Source: an optimization exercise on an open RTL-to-GDS flow (aim: small area). Production flows keep margins and buffers that such runs may drop.
For this run, only the layout was checked, not whether the RTL still works.
Power figures rest on the tool's default switching activity, not on a simulated workload.

[flow/config.mk]
export PLATFORM = sky130hd
export DESIGN_NAME = sauria_sa_top
export DESIGN_NICKNAME = sauria_sa_top
export VERILOG_FILES = /design/flow/design.v
export SDC_FILE = /design/flow/constraint.sdc
export NUM_CORES = 4
export LEC_CHECK = 0
export CAP_MARGIN = 10
export CORE_MARGIN = 2
export CORE_UTILIZATION = 55
export GPL_TIMING_DRIVEN = 0
export PLACE_DENSITY = 0.72
export SETUP_SLACK_MARGIN = 0.12
export SLEW_MARGIN = 10
export SYNTH_HIERARCHICAL = 1
[flow/constraint.sdc]
create_clock -name core_clock -period 5.5 [get_ports {i_clk}]
set_input_delay 1.1000 -clock core_clock [delete_from_list [all_inputs] [get_ports {i_clk}]]
set_output_delay 1.1000 -clock core_clock [all_outputs]
set_load 0.01 [all_outputs]
[flow/design.v]
module sa_mac (
    input  logic [7:0]  a,
    input  logic [7:0]  b,
    input  logic        kill,
    input  logic [31:0] x_n,
    output logic [31:0] y
);
logic nk;
assign nk = ~kill;
logic pp1;
logic pp2;
logic pp3;
logic pp4;
logic pp5;
logic pp6;
logic pp7;
logic pp8;
logic pp9;
logic pp10;
logic pp11;
logic pp12;
logic pp13;
logic pp14;
logic pp15;
logic pp16;
logic pp17;
logic pp18;
logic pp19;
logic pp20;
logic pp21;
logic pp22;
logic pp23;
logic pp24;
logic pp25;
logic pp26;
logic pp27;
logic pp28;
logic pp29;
logic pp30;
logic pp31;
logic pp32;
logic pp33;
logic pp34;
logic pp35;
logic pp36;
logic pp37;
logic pp38;
logic pp39;
logic pp40;
logic pp41;
logic pp42;
logic pp43;
logic pp44;
logic pp45;
logic pp46;
logic pp47;
logic pp48;
logic pp49;
logic pp50;
logic pp51;
logic pp52;
logic pp53;
logic pp54;
logic pp55;
logic pp56;
logic pp57;
logic pp58;
logic pp59;
logic pp60;
logic pp61;
logic pp62;
logic pp63;
logic pp64;
logic s65;
logic c66;
logic s67;
logic c68;
logic s69;
logic c70;
logic s71;
logic c72;
logic s73;
logic c74;
logic s75;
logic c76;
logic s77;
logic c78;
logic s79;
logic c80;
logic s81;
logic c82;
logic s83;
logic c84;
logic s85;
logic c86;
logic s87;
logic c88;
logic s89;
logic c90;
logic s91;
logic c92;
logic s93;
logic c94;
logic s95;
logic c96;
logic s97;
logic c98;
logic s99;
logic c100;
logic s101;
logic c102;
logic s103;
logic c104;
logic s105;
logic c106;
logic s107;
logic c108;
logic s109;
logic c110;
logic s111;
logic c112;
logic s113;
logic c114;
logic s115;
logic c116;
logic s117;
logic c118;
logic s119;
logic c120;
logic s121;
logic c122;
logic s123;
logic c124;
logic s125;
logic c126;
logic s127;
logic c128;
logic s129;
logic c130;
logic s131;
logic c132;
logic s133;
logic c134;
logic s135;
logic c136;
logic s137;
logic c138;
logic s139;
logic c140;
logic s141;
logic c142;
logic s143;
logic c144;
logic s145;
logic c146;
logic s147;
logic c148;
logic s149;
logic c150;
logic s151;
logic c152;
logic s153;
logic c154;
logic s155;
logic c156;
logic s157;
logic c158;
logic s159;
logic c160;
logic s161;
logic c162;
logic s163;
logic c164;
logic s165;
logic c166;
logic s167;
logic c168;
logic s169;
logic c170;
logic s171;
logic c172;
logic s173;
logic c174;
logic s175;
logic c176;
logic s177;
assign pp1 = ~(a[0] & b[0] & nk);
assign pp2 = ~(a[1] & b[0] & nk);
assign pp3 = ~(a[2] & b[0] & nk);
assign pp4 = ~(a[3] & b[0] & nk);
assign pp5 = ~(a[4] & b[0] & nk);
assign pp6 = ~(a[5] & b[0] & nk);
assign pp7 = ~(a[6] & b[0] & nk);
assign pp8 = a[7] & b[0] & nk;
assign pp9 = ~(a[0] & b[1] & nk);
assign pp10 = ~(a[1] & b[1] & nk);
assign pp11 = ~(a[2] & b[1] & nk);
assign pp12 = ~(a[3] & b[1] & nk);
assign pp13 = ~(a[4] & b[1] & nk);
assign pp14 = ~(a[5] & b[1] & nk);
assign pp15 = ~(a[6] & b[1] & nk);
assign pp16 = a[7] & b[1] & nk;
assign pp17 = ~(a[0] & b[2] & nk);
assign pp18 = ~(a[1] & b[2] & nk);
assign pp19 = ~(a[2] & b[2] & nk);
assign pp20 = ~(a[3] & b[2] & nk);
assign pp21 = ~(a[4] & b[2] & nk);
assign pp22 = ~(a[5] & b[2] & nk);
assign pp23 = ~(a[6] & b[2] & nk);
assign pp24 = a[7] & b[2] & nk;
assign pp25 = ~(a[0] & b[3] & nk);
assign pp26 = ~(a[1] & b[3] & nk);
assign pp27 = ~(a[2] & b[3] & nk);
assign pp28 = ~(a[3] & b[3] & nk);
assign pp29 = ~(a[4] & b[3] & nk);
assign pp30 = ~(a[5] & b[3] & nk);
assign pp31 = ~(a[6] & b[3] & nk);
assign pp32 = a[7] & b[3] & nk;
assign pp33 = ~(a[0] & b[4] & nk);
assign pp34 = ~(a[1] & b[4] & nk);
assign pp35 = ~(a[2] & b[4] & nk);
assign pp36 = ~(a[3] & b[4] & nk);
assign pp37 = ~(a[4] & b[4] & nk);
assign pp38 = ~(a[5] & b[4] & nk);
assign pp39 = ~(a[6] & b[4] & nk);
assign pp40 = a[7] & b[4] & nk;
assign pp41 = ~(a[0] & b[5] & nk);
assign pp42 = ~(a[1] & b[5] & nk);
assign pp43 = ~(a[2] & b[5] & nk);
assign pp44 = ~(a[3] & b[5] & nk);
assign pp45 = ~(a[4] & b[5] & nk);
assign pp46 = ~(a[5] & b[5] & nk);
assign pp47 = ~(a[6] & b[5] & nk);
assign pp48 = a[7] & b[5] & nk;
assign pp49 = ~(a[0] & b[6] & nk);
assign pp50 = ~(a[1] & b[6] & nk);
assign pp51 = ~(a[2] & b[6] & nk);
assign pp52 = ~(a[3] & b[6] & nk);
assign pp53 = ~(a[4] & b[6] & nk);
assign pp54 = ~(a[5] & b[6] & nk);
assign pp55 = ~(a[6] & b[6] & nk);
assign pp56 = a[7] & b[6] & nk;
assign pp57 = a[0] & b[7] & nk;
assign pp58 = a[1] & b[7] & nk;
assign pp59 = a[2] & b[7] & nk;
assign pp60 = a[3] & b[7] & nk;
assign pp61 = a[4] & b[7] & nk;
assign pp62 = a[5] & b[7] & nk;
assign pp63 = a[6] & b[7] & nk;
assign pp64 = ~(a[7] & b[7] & nk);
sa_hai u_s65 (.a(pp13), .b(pp20), .s(s65), .co(c66));
sa_fa u_s67 (.a(pp14), .b(pp21), .ci(pp28), .s(s67), .co(c68));
sa_hai u_s69 (.a(pp35), .b(pp42), .s(s69), .co(c70));
sa_fa u_s71 (.a(pp15), .b(pp22), .ci(pp29), .s(s71), .co(c72));
sa_fa u_s73 (.a(pp36), .b(pp43), .ci(pp50), .s(s73), .co(c74));
sa_hai u_s75 (.a(pp57), .b(pp8), .s(s75), .co(c76));
sa_ha u_s77 (.a(pp16), .b(pp23), .s(s77), .co(c78));
sa_fa u_s79 (.a(pp30), .b(pp37), .ci(pp44), .s(s79), .co(c80));
sa_fa u_s81 (.a(pp51), .b(pp58), .ci(x_n[8]), .s(s81), .co(c82));
sa_fa u_s83 (.a(pp24), .b(pp31), .ci(pp38), .s(s83), .co(c84));
sa_fa u_s85 (.a(pp45), .b(pp52), .ci(pp59), .s(s85), .co(c86));
sa_fa u_s87 (.a(pp32), .b(pp39), .ci(pp46), .s(s87), .co(c88));
sa_hai u_s89 (.a(pp11), .b(pp18), .s(s89), .co(c90));
sa_fa u_s91 (.a(pp12), .b(pp19), .ci(pp26), .s(s91), .co(c92));
sa_hai u_s93 (.a(pp33), .b(pp5), .s(s93), .co(c94));
sa_fa u_s95 (.a(pp27), .b(pp34), .ci(pp41), .s(s95), .co(c96));
sa_fa u_s97 (.a(pp6), .b(x_n[5]), .ci(s65), .s(s97), .co(c98));
sa_fa u_s99 (.a(pp49), .b(pp7), .ci(x_n[6]), .s(s99), .co(c100));
sa_fa u_s101 (.a(c66), .b(s69), .ci(s67), .s(s101), .co(c102));
sa_fa u_s103 (.a(x_n[7]), .b(c70), .ci(s75), .s(s103), .co(c104));
sa_fa u_s105 (.a(c68), .b(s71), .ci(s73), .s(s105), .co(c106));
sa_fa u_s107 (.a(c76), .b(s77), .ci(c72), .s(s107), .co(c108));
sa_fa u_s109 (.a(c74), .b(s79), .ci(s81), .s(s109), .co(c110));
sa_fa u_s111 (.a(x_n[9]), .b(c78), .ci(c80), .s(s111), .co(c112));
sa_fa u_s113 (.a(c82), .b(s83), .ci(s85), .s(s113), .co(c114));
sa_fa u_s115 (.a(pp53), .b(pp60), .ci(x_n[10]), .s(s115), .co(c116));
sa_fa u_s117 (.a(c84), .b(c86), .ci(s87), .s(s117), .co(c118));
sa_fa u_s119 (.a(pp40), .b(pp47), .ci(pp54), .s(s119), .co(c120));
sa_fa u_s121 (.a(pp61), .b(x_n[11]), .ci(c88), .s(s121), .co(c122));
sa_fa u_s123 (.a(pp48), .b(pp55), .ci(pp62), .s(s123), .co(c124));
sa_hai u_s125 (.a(pp10), .b(pp17), .s(s125), .co(c126));
sa_fa u_s127 (.a(pp25), .b(pp4), .ci(x_n[3]), .s(s127), .co(c128));
sa_fa u_s129 (.a(x_n[4]), .b(c90), .ci(s93), .s(s129), .co(c130));
sa_fa u_s131 (.a(c94), .b(c92), .ci(s95), .s(s131), .co(c132));
sa_fa u_s133 (.a(c96), .b(s99), .ci(c98), .s(s133), .co(c134));
sa_fa u_s135 (.a(c100), .b(s103), .ci(c102), .s(s135), .co(c136));
sa_fa u_s137 (.a(c104), .b(c106), .ci(s107), .s(s137), .co(c138));
sa_fa u_s139 (.a(c108), .b(c110), .ci(s111), .s(s139), .co(c140));
sa_fa u_s141 (.a(s115), .b(c112), .ci(c114), .s(s141), .co(c142));
sa_fa u_s143 (.a(c116), .b(s119), .ci(c118), .s(s143), .co(c144));
sa_fa u_s145 (.a(x_n[12]), .b(c120), .ci(s123), .s(s145), .co(c146));
sa_fa u_s147 (.a(pp56), .b(pp63), .ci(x_n[13]), .s(s147), .co(c148));
sa_hai u_s149 (.a(pp2), .b(pp9), .s(s149), .co(c150));
sa_fa u_s151 (.a(pp3), .b(x_n[2]), .ci(s125), .s(s151), .co(c152));
sa_fa u_s153 (.a(c126), .b(s89), .ci(s127), .s(s153), .co(c154));
sa_fa u_s155 (.a(c128), .b(s91), .ci(s129), .s(s155), .co(c156));
sa_fa u_s157 (.a(c130), .b(s97), .ci(s131), .s(s157), .co(c158));
sa_fa u_s159 (.a(c132), .b(s101), .ci(s133), .s(s159), .co(c160));
sa_fa u_s161 (.a(s105), .b(c134), .ci(s135), .s(s161), .co(c162));
sa_fa u_s163 (.a(s109), .b(c136), .ci(s137), .s(s163), .co(c164));
sa_fa u_s165 (.a(s113), .b(c138), .ci(s139), .s(s165), .co(c166));
sa_fa u_s167 (.a(s117), .b(c140), .ci(s141), .s(s167), .co(c168));
sa_fa u_s169 (.a(s121), .b(c142), .ci(s143), .s(s169), .co(c170));
sa_fa u_s171 (.a(c122), .b(s145), .ci(c144), .s(s171), .co(c172));
sa_fa u_s173 (.a(c124), .b(s147), .ci(c146), .s(s173), .co(c174));
sa_fa u_s175 (.a(pp64), .b(x_n[14]), .ci(c148), .s(s175), .co(c176));
assign s177 = ~x_n[15];
logic [17:0] r0, r1;
logic [15:0] g, p, t;
logic [16:0] c;
assign r0[0] = pp1;
assign r1[0] = x_n[0];
assign r0[1] = s149;
assign r1[1] = x_n[1];
assign r0[2] = c150;
assign r1[2] = s151;
assign r0[3] = c152;
assign r1[3] = s153;
assign r0[4] = c154;
assign r1[4] = s155;
assign r0[5] = c156;
assign r1[5] = s157;
assign r0[6] = c158;
assign r1[6] = s159;
assign r0[7] = c160;
assign r1[7] = s161;
assign r0[8] = c162;
assign r1[8] = s163;
assign r0[9] = c164;
assign r1[9] = s165;
assign r0[10] = c166;
assign r1[10] = s167;
assign r0[11] = c168;
assign r1[11] = s169;
assign r0[12] = c170;
assign r1[12] = s171;
assign r0[13] = c172;
assign r1[13] = s173;
assign r0[14] = c174;
assign r1[14] = s175;
assign r0[15] = c176;
assign r1[15] = s177;
assign r0[16] = x_n[15];
assign r1[16] = 1'b1;
assign r0[17] = 1'b1;
assign r1[17] = 1'b1;
assign c[0] = 1'b1;
logic [15:0] t_r;
logic ts0; sa_fa u_cpa0 (.a(r0[0]), .b(r1[0]), .ci(c[0]), .s(ts0), .co(c[1])); assign t_r[0] = ~ts0;
assign g[0] = 1'b0; assign p[0] = 1'b0;
logic ts1; sa_fa u_cpa1 (.a(r0[1]), .b(r1[1]), .ci(c[1]), .s(ts1), .co(c[2])); assign t_r[1] = ~ts1;
assign g[1] = 1'b0; assign p[1] = 1'b0;
sa_ha u_pg2 (.a(r0[2]), .b(r1[2]), .s(p[2]), .co(g[2]));
assign t_r[2] = ~(p[2] ^ c[2]);
sa_ha u_pg3 (.a(r0[3]), .b(r1[3]), .s(p[3]), .co(g[3]));
assign t_r[3] = ~(p[3] ^ c[3]);
sa_ha u_pg4 (.a(r0[4]), .b(r1[4]), .s(p[4]), .co(g[4]));
assign t_r[4] = ~(p[4] ^ c[4]);
sa_ha u_pg5 (.a(r0[5]), .b(r1[5]), .s(p[5]), .co(g[5]));
assign t_r[5] = ~(p[5] ^ c[5]);
sa_ha u_pg6 (.a(r0[6]), .b(r1[6]), .s(p[6]), .co(g[6]));
assign t_r[6] = ~(p[6] ^ c[6]);
sa_ha u_pg7 (.a(r0[7]), .b(r1[7]), .s(p[7]), .co(g[7]));
assign t_r[7] = ~(p[7] ^ c[7]);
sa_ha u_pg8 (.a(r0[8]), .b(r1[8]), .s(p[8]), .co(g[8]));
assign t_r[8] = ~(p[8] ^ c[8]);
sa_ha u_pg9 (.a(r0[9]), .b(r1[9]), .s(p[9]), .co(g[9]));
assign t_r[9] = ~(p[9] ^ c[9]);
sa_ha u_pg10 (.a(r0[10]), .b(r1[10]), .s(p[10]), .co(g[10]));
assign t_r[10] = ~(p[10] ^ c[10]);
sa_ha u_pg11 (.a(r0[11]), .b(r1[11]), .s(p[11]), .co(g[11]));
assign t_r[11] = ~(p[11] ^ c[11]);
sa_ha u_pg12 (.a(r0[12]), .b(r1[12]), .s(p[12]), .co(g[12]));
assign t_r[12] = ~(p[12] ^ c[12]);
sa_ha u_pg13 (.a(r0[13]), .b(r1[13]), .s(p[13]), .co(g[13]));
assign t_r[13] = ~(p[13] ^ c[13]);
sa_ha u_pg14 (.a(r0[14]), .b(r1[14]), .s(p[14]), .co(g[14]));
assign t_r[14] = ~(p[14] ^ c[14]);
sa_ha u_pg15 (.a(r0[15]), .b(r1[15]), .s(p[15]), .co(g[15]));
assign t_r[15] = ~(p[15] ^ c[15]);
logic gg_0_0; sa_ao21 u_gg_0_0 (.a1(p[2]), .a2(c[2]), .b1(g[2]), .x(gg_0_0));
logic gg_0_1; sa_ao21 u_gg_0_1 (.a1(p[3]), .a2(gg_0_0), .b1(g[3]), .x(gg_0_1));
logic gg_2_3; sa_ao21 u_gg_2_3 (.a1(p[5]), .a2(g[4]), .b1(g[5]), .x(gg_2_3));
logic pp_2_3; assign pp_2_3 = p[5] & p[4];
logic gg_0_2; sa_ao21 u_gg_0_2 (.a1(p[4]), .a2(gg_0_1), .b1(g[4]), .x(gg_0_2));
logic gg_0_3; sa_ao21 u_gg_0_3 (.a1(pp_2_3), .a2(gg_0_1), .b1(gg_2_3), .x(gg_0_3));
logic gg_4_5; sa_ao21 u_gg_4_5 (.a1(p[7]), .a2(g[6]), .b1(g[7]), .x(gg_4_5));
logic pp_4_5; assign pp_4_5 = p[7] & p[6];
logic gg_4_6; sa_ao21 u_gg_4_6 (.a1(p[8]), .a2(gg_4_5), .b1(g[8]), .x(gg_4_6));
logic pp_4_6; assign pp_4_6 = p[8] & pp_4_5;
logic gg_0_4; sa_ao21 u_gg_0_4 (.a1(p[6]), .a2(gg_0_3), .b1(g[6]), .x(gg_0_4));
logic gg_0_5; sa_ao21 u_gg_0_5 (.a1(pp_4_5), .a2(gg_0_3), .b1(gg_4_5), .x(gg_0_5));
logic gg_0_6; sa_ao21 u_gg_0_6 (.a1(pp_4_6), .a2(gg_0_3), .b1(gg_4_6), .x(gg_0_6));
logic gg_7_8; sa_ao21 u_gg_7_8 (.a1(p[10]), .a2(g[9]), .b1(g[10]), .x(gg_7_8));
logic pp_7_8; assign pp_7_8 = p[10] & p[9];
logic gg_9_10; sa_ao21 u_gg_9_10 (.a1(p[12]), .a2(g[11]), .b1(g[12]), .x(gg_9_10));
logic pp_9_10; assign pp_9_10 = p[12] & p[11];
logic gg_7_9; sa_ao21 u_gg_7_9 (.a1(p[11]), .a2(gg_7_8), .b1(g[11]), .x(gg_7_9));
logic pp_7_9; assign pp_7_9 = p[11] & pp_7_8;
logic gg_7_10; sa_ao21 u_gg_7_10 (.a1(pp_9_10), .a2(gg_7_8), .b1(gg_9_10), .x(gg_7_10));
logic pp_7_10; assign pp_7_10 = pp_9_10 & pp_7_8;
logic gg_11_12; sa_ao21 u_gg_11_12 (.a1(p[14]), .a2(g[13]), .b1(g[14]), .x(gg_11_12));
logic pp_11_12; assign pp_11_12 = p[14] & p[13];
logic gg_11_13; sa_ao21 u_gg_11_13 (.a1(p[15]), .a2(gg_11_12), .b1(g[15]), .x(gg_11_13));
logic pp_11_13; assign pp_11_13 = p[15] & pp_11_12;
logic gg_7_11; sa_ao21 u_gg_7_11 (.a1(p[13]), .a2(gg_7_10), .b1(g[13]), .x(gg_7_11));
logic pp_7_11; assign pp_7_11 = p[13] & pp_7_10;
logic gg_7_12; sa_ao21 u_gg_7_12 (.a1(pp_11_12), .a2(gg_7_10), .b1(gg_11_12), .x(gg_7_12));
logic pp_7_12; assign pp_7_12 = pp_11_12 & pp_7_10;
logic gg_7_13; sa_ao21 u_gg_7_13 (.a1(pp_11_13), .a2(gg_7_10), .b1(gg_11_13), .x(gg_7_13));
logic pp_7_13; assign pp_7_13 = pp_11_13 & pp_7_10;
logic gg_0_7; sa_ao21 u_gg_0_7 (.a1(p[9]), .a2(gg_0_6), .b1(g[9]), .x(gg_0_7));
logic gg_0_8; sa_ao21 u_gg_0_8 (.a1(pp_7_8), .a2(gg_0_6), .b1(gg_7_8), .x(gg_0_8));
logic gg_0_9; sa_ao21 u_gg_0_9 (.a1(pp_7_9), .a2(gg_0_6), .b1(gg_7_9), .x(gg_0_9));
logic gg_0_10; sa_ao21 u_gg_0_10 (.a1(pp_7_10), .a2(gg_0_6), .b1(gg_7_10), .x(gg_0_10));
logic gg_0_11; sa_ao21 u_gg_0_11 (.a1(pp_7_11), .a2(gg_0_6), .b1(gg_7_11), .x(gg_0_11));
logic gg_0_12; sa_ao21 u_gg_0_12 (.a1(pp_7_12), .a2(gg_0_6), .b1(gg_7_12), .x(gg_0_12));
logic gg_0_13; sa_ao21 u_gg_0_13 (.a1(pp_7_13), .a2(gg_0_6), .b1(gg_7_13), .x(gg_0_13));
assign c[3] = gg_0_0;
assign c[4] = gg_0_1;
assign c[5] = gg_0_2;
assign c[6] = gg_0_3;
assign c[7] = gg_0_4;
assign c[8] = gg_0_5;
assign c[9] = gg_0_6;
assign c[10] = gg_0_7;
assign c[11] = gg_0_8;
assign c[12] = gg_0_9;
assign c[13] = gg_0_10;
assign c[14] = gg_0_11;
assign c[15] = gg_0_12;
assign c[16] = gg_0_13;
assign t = t_r;
logic [1:0] rh;
logic inc, dec;
assign rh = r0[17:16] + r1[17:16];
assign inc = (rh == 2'd1 & ~c[16]) | (rh == 2'd0 & c[16]);
assign dec = (rh == 2'd3 & ~c[16]) | (rh == 2'd2 & c[16]);
logic [15:0] xh, an, on;
assign xh = x_n[31:16];
assign an[0] = 1'b1;
assign on[0] = 1'b1;
assign an[1] = an[0] & ~xh[0];
assign on[1] = on[0] & xh[0];
assign an[2] = an[1] & ~xh[1];
assign on[2] = on[1] & xh[1];
assign an[3] = an[2] & ~xh[2];
assign on[3] = on[2] & xh[2];
assign an[4] = an[3] & ~xh[3];
assign on[4] = on[3] & xh[3];
assign an[5] = an[4] & ~xh[4];
assign on[5] = on[4] & xh[4];
assign an[6] = an[5] & ~xh[5];
assign on[6] = on[5] & xh[5];
assign an[7] = an[6] & ~xh[6];
assign on[7] = on[6] & xh[6];
assign an[8] = an[7] & ~xh[7];
assign on[8] = on[7] & xh[7];
assign an[9] = an[8] & ~xh[8];
assign on[9] = on[8] & xh[8];
assign an[10] = an[9] & ~xh[9];
assign on[10] = on[9] & xh[9];
assign an[11] = an[10] & ~xh[10];
assign on[11] = on[10] & xh[10];
assign an[12] = an[11] & ~xh[11];
assign on[12] = on[11] & xh[11];
assign an[13] = an[12] & ~xh[12];
assign on[13] = on[12] & xh[12];
assign an[14] = an[13] & ~xh[13];
assign on[14] = on[13] & xh[13];
assign an[15] = an[14] & ~xh[14];
assign on[15] = on[14] & xh[14];
assign y[15:0] = t;
sa_hseli u_hs0 (.x(xh[0]), .an(an[0]), .on(on[0]), .inc(inc), .dec(dec), .y(y[16]));
sa_hseli u_hs1 (.x(xh[1]), .an(an[1]), .on(on[1]), .inc(inc), .dec(dec), .y(y[17]));
sa_hseli u_hs2 (.x(xh[2]), .an(an[2]), .on(on[2]), .inc(inc), .dec(dec), .y(y[18]));
sa_hseli u_hs3 (.x(xh[3]), .an(an[3]), .on(on[3]), .inc(inc), .dec(dec), .y(y[19]));
sa_hseli u_hs4 (.x(xh[4]), .an(an[4]), .on(on[4]), .inc(inc), .dec(dec), .y(y[20]));
sa_hseli u_hs5 (.x(xh[5]), .an(an[5]), .on(on[5]), .inc(inc), .dec(dec), .y(y[21]));
sa_hseli u_hs6 (.x(xh[6]), .an(an[6]), .on(on[6]), .inc(inc), .dec(dec), .y(y[22]));
sa_hseli u_hs7 (.x(xh[7]), .an(an[7]), .on(on[7]), .inc(inc), .dec(dec), .y(y[23]));
sa_hseli u_hs8 (.x(xh[8]), .an(an[8]), .on(on[8]), .inc(inc), .dec(dec), .y(y[24]));
sa_hseli u_hs9 (.x(xh[9]), .an(an[9]), .on(on[9]), .inc(inc), .dec(dec), .y(y[25]));
sa_hseli u_hs10 (.x(xh[10]), .an(an[10]), .on(on[10]), .inc(inc), .dec(dec), .y(y[26]));
sa_hseli u_hs11 (.x(xh[11]), .an(an[11]), .on(on[11]), .inc(inc), .dec(dec), .y(y[27]));
sa_hseli u_hs12 (.x(xh[12]), .an(an[12]), .on(on[12]), .inc(inc), .dec(dec), .y(y[28]));
sa_hseli u_hs13 (.x(xh[13]), .an(an[13]), .on(on[13]), .inc(inc), .dec(dec), .y(y[29]));
sa_hseli u_hs14 (.x(xh[14]), .an(an[14]), .on(on[14]), .inc(inc), .dec(dec), .y(y[30]));
sa_hseli u_hs15 (.x(xh[15]), .an(an[15]), .on(on[15]), .inc(inc), .dec(dec), .y(y[31]));
endmodule
module sa_fa (input logic a, b, ci, output logic s, co);
assign s  = a ^ b ^ ci;
assign co = (a & b) | (ci & (a ^ b));
endmodule
module sa_ha (input logic a, b, output logic s, co);
assign s  = a ^ b;
assign co = a & b;
endmodule
module sa_ao21 (input logic a1, a2, b1, output logic x);
assign x = (a1 & a2) | b1;
endmodule
module sa_hsel (input logic x, an, on, inc, dec, output logic y);
logic f;
sa_ao22 u_f (.a1(inc), .a2(an), .b1(dec), .b2(on), .x(f));
assign y = x ^ f;
endmodule
module sa_hseli (input logic x, an, on, inc, dec, output logic y);
logic f;
sa_ao22 u_f (.a1(inc), .a2(an), .b1(dec), .b2(on), .x(f));
assign y = ~(x ^ f);
endmodule
module sa_ao22 (input logic a1, a2, b1, b2, output logic x);
assign x = (a1 & a2) | (b1 & b2);
endmodule
module sa_hai (input logic a, b, output logic s, co);
sa_xnor2 u_s (.a(a), .b(b), .y(s));
sa_or2 u_co (.a(a), .b(b), .x(co));
endmodule
module sa_xnor2 (input logic a, b, output logic y);
assign y = ~(a ^ b);
endmodule
module sa_or2 (input logic a, b, output logic x);
assign x = a | b;
endmodule
module sauria_sa_top #(
    parameter X = 4,
    parameter Y = 4,
    parameter IA_W = 8,
    parameter IB_W = 8,
    parameter OC_W = 32,
    parameter TH_W = 2
)(
    input  logic                 i_clk,
    input  logic                 i_rstn,
    input  logic [Y*IA_W-1:0]    i_a,
    input  logic [X*IB_W-1:0]    i_b,
    input  logic [Y*OC_W-1:0]    i_c,
    input  logic                 i_reg_clear,
    input  logic                 i_pipeline_en,
    input  logic [X-1:0]         i_cswitch,
    input  logic                 i_cscan_en,
    input  logic [TH_W-1:0]      i_thres,
    output logic [Y*OC_W-1:0]    o_c
);
logic en, clr;
assign en  = i_pipeline_en;
assign clr = i_reg_clear;
logic ld, hd;
sa_ld_hd u_ld_hd (.en(en), .clr(clr), .ld(ld), .hd(hd));
logic [TH_W-1:0] thr_q;
always_ff @(posedge i_clk or negedge i_rstn) begin
    if (!i_rstn) thr_q <= '0;
    else         thr_q <= ({TH_W{ld}} & i_thres) | ({TH_W{hd}} & thr_q);
end
logic [Y*(X+1)*IA_W-1:0] a_w;
logic [(Y+1)*X*IB_W-1:0] b_w;
logic [Y*X-1:0]          cs_w;
logic [Y*(X+1)*OC_W-1:0] sc_w;
genvar j, i;
generate
    for (j = 0; j < Y; j++) begin : rows
        assign sc_w[((j)*(X+1)+(X))*OC_W +: OC_W] = i_c[OC_W*j +: OC_W];
        assign o_c[OC_W*j +: OC_W] = sc_w[((j)*(X+1)+(0))*OC_W +: OC_W];
        for (i = 0; i <= X; i++) begin : a_chain
            logic [IA_W-1:0] a_q, a_d;
            if (i == 0) begin : in
                assign a_d = i_a[IA_W*j +: IA_W];
            end else begin : prev
                assign a_d = a_w[((j)*(X+1)+(i-1))*IA_W +: IA_W];
            end
            always_ff @(posedge i_clk or negedge i_rstn) begin
                if (!i_rstn) a_q <= '0;
                else         a_q <= ({IA_W{ld}} & a_d) | ({IA_W{hd}} & a_q);
            end
            assign a_w[((j)*(X+1)+(i))*IA_W +: IA_W] = a_q;
        end
    end
    for (j = 0; j <= Y; j++) begin : b_rows
        for (i = 0; i < X; i++) begin : b_chain
            logic [IB_W-1:0] b_q, b_d;
            if (j == 0) begin : in
                assign b_d = i_b[IB_W*i +: IB_W];
            end else begin : prev
                assign b_d = b_w[((j-1)*X+(i))*IB_W +: IB_W];
            end
            always_ff @(posedge i_clk or negedge i_rstn) begin
                if (!i_rstn) b_q <= '0;
                else         b_q <= ({IB_W{ld}} & b_d) | ({IB_W{hd}} & b_q);
            end
            assign b_w[((j)*X+(i))*IB_W +: IB_W] = b_q;
        end
    end
    for (j = 0; j < Y; j++) begin : pe_rows
        for (i = 0; i < X; i++) begin : pe
            logic            cs_q, cs_d;
            logic            negl_q, negl_d;
            logic [IA_W-1:0] za;
            logic [IB_W-1:0] zb;
            logic            small_a, small_b;
            logic [OC_W-1:0] acc_q, sc_q, sc_in, addend_n, acc_d;
            logic            kill, s_acc, s_in, s_hold;
            if (j == 0) begin : in
                assign cs_d = i_cswitch[i];
            end else begin : prev
                assign cs_d = cs_w[(j-1)*X+(i)];
            end
            always_ff @(posedge i_clk or negedge i_rstn) begin
                if (!i_rstn) cs_q <= 1'b0;
                else         cs_q <= (ld & cs_d) | (hd & cs_q);
            end
            assign cs_w[(j)*X+(i)] = cs_q;
            assign za = a_w[((j)*(X+1)+(i))*IA_W +: IA_W];
            assign zb = b_w[((j)*X+(i))*IB_W +: IB_W];
            always_comb begin
                case (thr_q)
                    2'd1:    begin small_a = &za[7:1] | ~|za[7:1]; small_b = &zb[7:1] | ~|zb[7:1]; end
                    2'd2:    begin small_a = &za[7:2] | ~|za[7:2]; small_b = &zb[7:2] | ~|zb[7:2]; end
                    2'd3:    begin small_a = &za[7:3] | ~|za[7:3]; small_b = &zb[7:3] | ~|zb[7:3]; end
                    default: begin small_a = 1'b0;                 small_b = 1'b0;                 end
                endcase
            end
            assign negl_d = small_a & small_b;
            always_ff @(posedge i_clk or negedge i_rstn) begin
                if (!i_rstn) negl_q <= 1'b0;
                else         negl_q <= (ld & negl_d) | (hd & negl_q);
            end
            logic x_sc_lo, x_acc_lo, x_sc_hi, x_acc_hi;
            sa_xsel u_xsel_lo (.en(en), .clr(clr), .cs(cs_q), .x_sc(x_sc_lo), .x_acc(x_acc_lo));
            sa_xsel u_xsel_hi (.en(en), .clr(clr), .cs(cs_q), .x_sc(x_sc_hi), .x_acc(x_acc_hi));
            sa_kill u_kill (.en(en), .clr(clr), .negl(negl_q), .kill(kill));
            sa_scsel u_scsel (.en(en), .clr(clr), .cscan(i_cscan_en), .cs(cs_q),
                              .s_acc(s_acc), .s_in(s_in), .s_hold(s_hold));
            assign addend_n[OC_W/2-1:0] = ~(({(OC_W/2){x_sc_lo}} & sc_q[OC_W/2-1:0]) |
                                            ({(OC_W/2){x_acc_lo}} & acc_q[OC_W/2-1:0]));
            assign addend_n[OC_W-1:OC_W/2] = ~(({(OC_W/2){x_sc_hi}} & sc_q[OC_W-1:OC_W/2]) |
                                               ({(OC_W/2){x_acc_hi}} & acc_q[OC_W-1:OC_W/2]));
            sa_mac mac (
                .a    (a_w[((j)*(X+1)+(i+1))*IA_W +: IA_W]),
                .b    (b_w[((j+1)*X+(i))*IB_W +: IB_W]),
                .kill (kill),
                .x_n  (addend_n),
                .y    (acc_d)
            );
            always_ff @(posedge i_clk or negedge i_rstn) begin
                if (!i_rstn) acc_q <= '0;
                else         acc_q <= acc_d;
            end
            assign sc_in = sc_w[((j)*(X+1)+(i+1))*OC_W +: OC_W];
            always_ff @(posedge i_clk or negedge i_rstn) begin
                if (!i_rstn) sc_q <= '0;
                else         sc_q <= ({OC_W{s_acc}} & acc_q) | ({OC_W{s_in}} & sc_in) | ({OC_W{s_hold}} & sc_q);
            end
            assign sc_w[((j)*(X+1)+(i))*OC_W +: OC_W] = sc_q;
        end
    end
endgenerate
endmodule
module sa_ld_hd (
    input  logic en,
    input  logic clr,
    output logic ld,
    output logic hd
);
assign ld = en & ~clr;
assign hd = ~en & ~clr;
endmodule
module sa_xsel (
    input  logic en,
    input  logic clr,
    input  logic cs,
    output logic x_sc,
    output logic x_acc
);
assign x_sc  = en & cs & ~clr;
assign x_acc = ~(en & cs) & ~clr;
endmodule
module sa_kill (
    input  logic en,
    input  logic clr,
    input  logic negl,
    output logic kill
);
assign kill = negl | ~en | clr;
endmodule
module sa_scsel (
    input  logic en,
    input  logic clr,
    input  logic cscan,
    input  logic cs,
    output logic s_acc,
    output logic s_in,
    output logic s_hold
);
logic swap;
assign swap   = en & cs;
assign s_acc  = swap & ~clr;
assign s_in   = ~swap & en & cscan & ~clr;
assign s_hold = ~swap & ~(en & cscan) & ~clr;
endmodule
[flow/flow/run.sh]
#!/bin/bash
set -euo pipefail
export BUFFER_PORTS_ARGS="-buffer_cell sky130_fd_sc_hd__buf_1"
export CTS_ARGS="-sink_clustering_enable -repair_clock_nets -dont_use_dummy_load -buf_list sky130_fd_sc_hd__clkbuf_8 -sink_clustering_size 12 -sink_clustering_max_diameter 80"
bash standard.sh > standard.log 2>&1
[flow/standard.sh]
#!/bin/bash
# synth_recipe.tcl (not shown) runs the flow's synth.tcl, then flattens the netlist and writes it again
# the make line also repeats each setting of config.mk as NAME=value (left out here)
make -C /OpenROAD-flow-scripts/flow DESIGN_CONFIG=/design/flow/config.mk WORK_HOME=/design/flow/orfs CLKGATE_MAP_FILE= SYNTH_SCRIPT=/design/flow/synth_recipe.tcl "${@:-finish}"
==> impl_metrics.toml <==
[power]
leakagePower_uw = 0.0479
irDropWorstVdd_uv = 302
pwr_density_cell_mw_per_mm2 = 292
power_uw = 31300

[critical_path]
cp_max_fo = 8
path_class = "in -> reg"
required_ns = 6.26
critPathArrivalTime_ns = 6.31
cp-start-kind = "input pin"
cp-end-kind = "register"

[logic_synthesis]
syn_inst = 8912
synth_common_cells = "1378 x dfrtp_1, 882 x nand2_1, 800 x fa_1"
synth-edff-count = 0
seq_area_frac_synth_pct = 36.4
ys_ff_latch = 1378
synth_area_leaders = "dfrtp_1 36%, fa_1 17%, a22o_1 5.5%"
synth.top_cell.area_share_pct = 36.4
synth_area_mm2 = 0.0948
async_flop_share_pct = 100
synth_most_common_cell = "dfrtp_1"
yosysUniqueCellTypes = 52
syn_avg_cell_area_um2 = 10.6
ys.flop_type = "dfrtp_1"
yosys.area.top_type = "dfrtp_1"
yosysWarnings = 7

[layout]
multiInputGateArea_mm2 = 0.0582
final_nets = 10900
design_area_mm2 = 0.107
final-seq-area_mm2 = 0.0345
drive_gt1_share_pct = 12.6
fill_cells = 13700
area_growth_pct = 13.3
utilization_pct = 62.7

[run_status]
outcome = "complete, but fails checks"
check.faults = "negative setup slack"

[floorplanning]
die_h_um = 419
io_pins = 331
dieWidth_um = 419
floorplan.initialDensity_pct = 55.3
std_cell_rows = 152
design.core.area_mm2 = 0.171
die_area_mm2 = 0.176

[sta]
setup_ws_ns = -0.0427
period_minus_slack_ns = 5.54
finalClockSkew_ns = 0.104
worst_pin_slew_ns = 1.16
maxSlewViolCount = 0
max_freq_mhz = 180
hold_viol_final = 0
finalCritPeriodShare_pct = 101
relSlewSlack_pct = 22.7
setup_viol = 9
rsz0062_at_grt = "true"

[clock_tree]
cts.path.max_buffers = 3
numCtsBuffers = 139
clkSlewWorstSetupHoldPaths_ns = 0.08
cts_num_sinks = 1378
cts_tree = "done"
clockRootBuffer = "clkbuf_8"
clock_latency_ns = 0.97
ctsHtreeMaxLevel = 4

[grt]
grt_max_degree = 46
grtUsageTotal_pct = 31.6
grt_pass1_wl_um = 433000
antenna_found_initial = 4
grt_pass1_vias = 75700
grt_overflow = 0

[detailed_routing]
remaining_drc_errors = 0
drt_iter0_markers = 8960
firstDrtPassIters = 12
viasPerCell = 6.34
routedWlPerCell_um = 23.5
ant_nets = 0
routed_wirelength_um = 283000
vias = 76100

[place]
port_buffers = 330
dp_hpwl_um = 212000
gp_congestion = 0.941
dp_slack_ns = -1.57
place_area_mm2 = 0.101

[run]
max_cap_violations = 0

[worst_hold_path]
hold_class = "in -> reg"
==> critical path, stage by stage <==
cell and delay (ns):
buf_12 0.08, buf_12 0.10, buf_16 0.11, buf_16 0.15, buf_6 0.13, buf_16 0.12, or3b_4 0.48, nor2b_1 0.17
clkbuf_2 0.24, and2_1 0.19, xnor2_1 0.19, fa_1 0.51, fa_1 0.50, fa_1 0.55, ha_4 0.23, a21o_1 0.19
a21o_1 0.17, a21o_4 0.22, a21o_4 0.28, and2_4 0.22, a22o_1 0.21, xnor2_1 0.12
==> per-layer routing <==
metal | track usage (%) | vias up | part of all wire, %
li1 | - | 33400 | -
met1 | 42.0 | 38900 | 40
met2 | 50.3 | 3257 | 47
met3 | 5.95 | 607 | 8.2
met4 | 15.0 | 4 | 5.3
met5 | 0 | - | 0.011
==> modules after synthesis, one instance, submodules excluded, excerpt <==
| module | flops+latches | cells inside |
|---|---|---|
| sauria_sa_top | 1378 | 3934 |
| sa_scsel | 0 | 4 |
| sa_fa | 0 | 1 |
| sa_ld_hd | 0 | 2 |
| sa_xsel | 0 | 2 |
| sa_xnor2 | 0 | 1 |
| sa_kill | 0 | 1 |
| sa_hseli | 0 | 1 |
| sa_ao22 | 0 | 1 |
| sa_ao21 | 0 | 1 |
==> power breakdown <==
group | internal, µW | switching, µW | total, µW | leakage, µW
Combinational | 6300 | 6800 | 13100 | 0.0282
Clock | 2250 | 3560 | 5810 | 0.000999
Sequential | 11500 | 896 | 12400 | 0.0187
Total | 20100 | 11300 | 31300 | 0.0479
==> state kept, by name (all words and copies together) (netlist names) <==
register and cells:
pe_rows.pe.acc_q 512, pe_rows.pe.sc_q 512, b_rows.b_chain.b_q 160, rows.a_chain.a_q 160
pe_rows.pe.cs_q 16, pe_rows.pe.negl_q 16, thr_q 2
==> through the flow <==
step	hold WS [ns]	setup TNS, ns	std cells
CTS	0.285	0	11800
global route	0.348	-1.46	12000
global placement	0.463	-	11600
finish	0.368	-0.149	12000
detailed placement	0.470	-445.96	11600
floorplan	0.453	0	8944
==> timing repair <==
| action | CTS | global route |
|---|---|---|
| pin swaps | 60 | 270 |
| cloned | 11 | 11 |
| setup buffers | 53 | 157 |
| gates resized for setup | 285 | 581 |
| hold endpoints to repair | 7 | 0 |
| hold buffers | 1 | 0 |
| endpoints found under the setup margin | 274 | 256 |
==> kinds of logic after synthesis <==
| kind of cell | after synthesis | share of synthesized area [%] |
|---|---|---|
| simple gates | 2385 | 13.4 |
| compound gates | 2225 | 19.5 |
| flops | 1378 | 36.4 |
| buf+inv | 1276 | 5.08 |
| fa+ha+maj | 1040 | 20.1 |
| xor+xnor | 592 | 5.47 |
| other cells | 16 | 0.0634 |
==> cell type report <==
type                       count  share of cell area, %
tap                         2310                   2.69
antenna                        3                0.00699
timing repair buffer         599                   4.13
buffer                       586                   2.72
multi-input combinational   6306                   54.2
inverter                     690                   2.41
clock buffer                 139                   1.78
sequential                  1378                   32.1
==> cell usage in the layout, fill, tap and decap left out, types with 112 or more instances in the layout <==
cell type | netlist | layout
a21o_1 | 416 | 384
a222oi_1 | 512 | 512
a22o_1 | 594 | 592
a22oi_1 | 512 | 501
and2_1 | 369 | 329
and3_1 | 143 | 141
buf_1 | 123 | 449
buf_4 | 1 | 243
clkbuf_1 | 447 | 297
clkbuf_8 | 0 | 146
dfrtp_1 | 1378 | 1371
fa_1 | 800 | 637
fa_2 | 0 | 163
ha_1 | 240 | 171
inv_1 | 690 | 690
nand2_1 | 882 | 851
nor2_1 | 249 | 233
or2_1 | 112 | 112
xnor2_1 | 592 | 585
==> final timing paths <==
kind	from	end	slack, ns	cells after the start
worst max-delay path	i_pipeline_en	pe_rows[3].pe[2].acc_q[16]	-0.04	22
worst min-delay path	i_c[24]	pe_rows[0].pe[3].sc_q[24]	0.37	3
worst max register to register	pe_rows[1].pe[3].cs_q	pe_rows[1].pe[3].acc_q[16]	0.17	16
worst min register to register	pe_rows[2].pe[0].acc_q[8]	pe_rows[2].pe[0].sc_q[8]	0.44	2
max in group asynchronous	i_rstn	pe_rows[1].pe[0].sc_q[20]	2.15	12
min in group asynchronous	i_rstn	pe_rows[3].pe[3].sc_q[29]	0.57	2

## what the ideal ports hide
The flow's constraints put no driver on any port. The routed layout listed below was extracted and timed again, unchanged, in two steps. Step 1 (the two cells are an assumption about what drives the block):
set clk [get_ports {i_clk}]
set_driving_cell -lib_cell sky130_fd_sc_hd__clkbuf_16 $clk
set_driving_cell -lib_cell sky130_fd_sc_hd__buf_2 [delete_from_list [all_inputs] $clk]
Step 2 also shifts input and output timing later by t, the mid clock arrival at the registers, as if the neighbouring blocks saw the same clock. Slacks: no drivers / after step 1 / after step 2; pairs: no drivers / after step 1.
t, ns: 0.998
slack for setup (ns): -0.043 / -0.028 / -1.025
pins driven straight from the clock port: 1
The setup slack of this run moves by +0.015 ns with the drivers and by -0.982 ns with both steps.
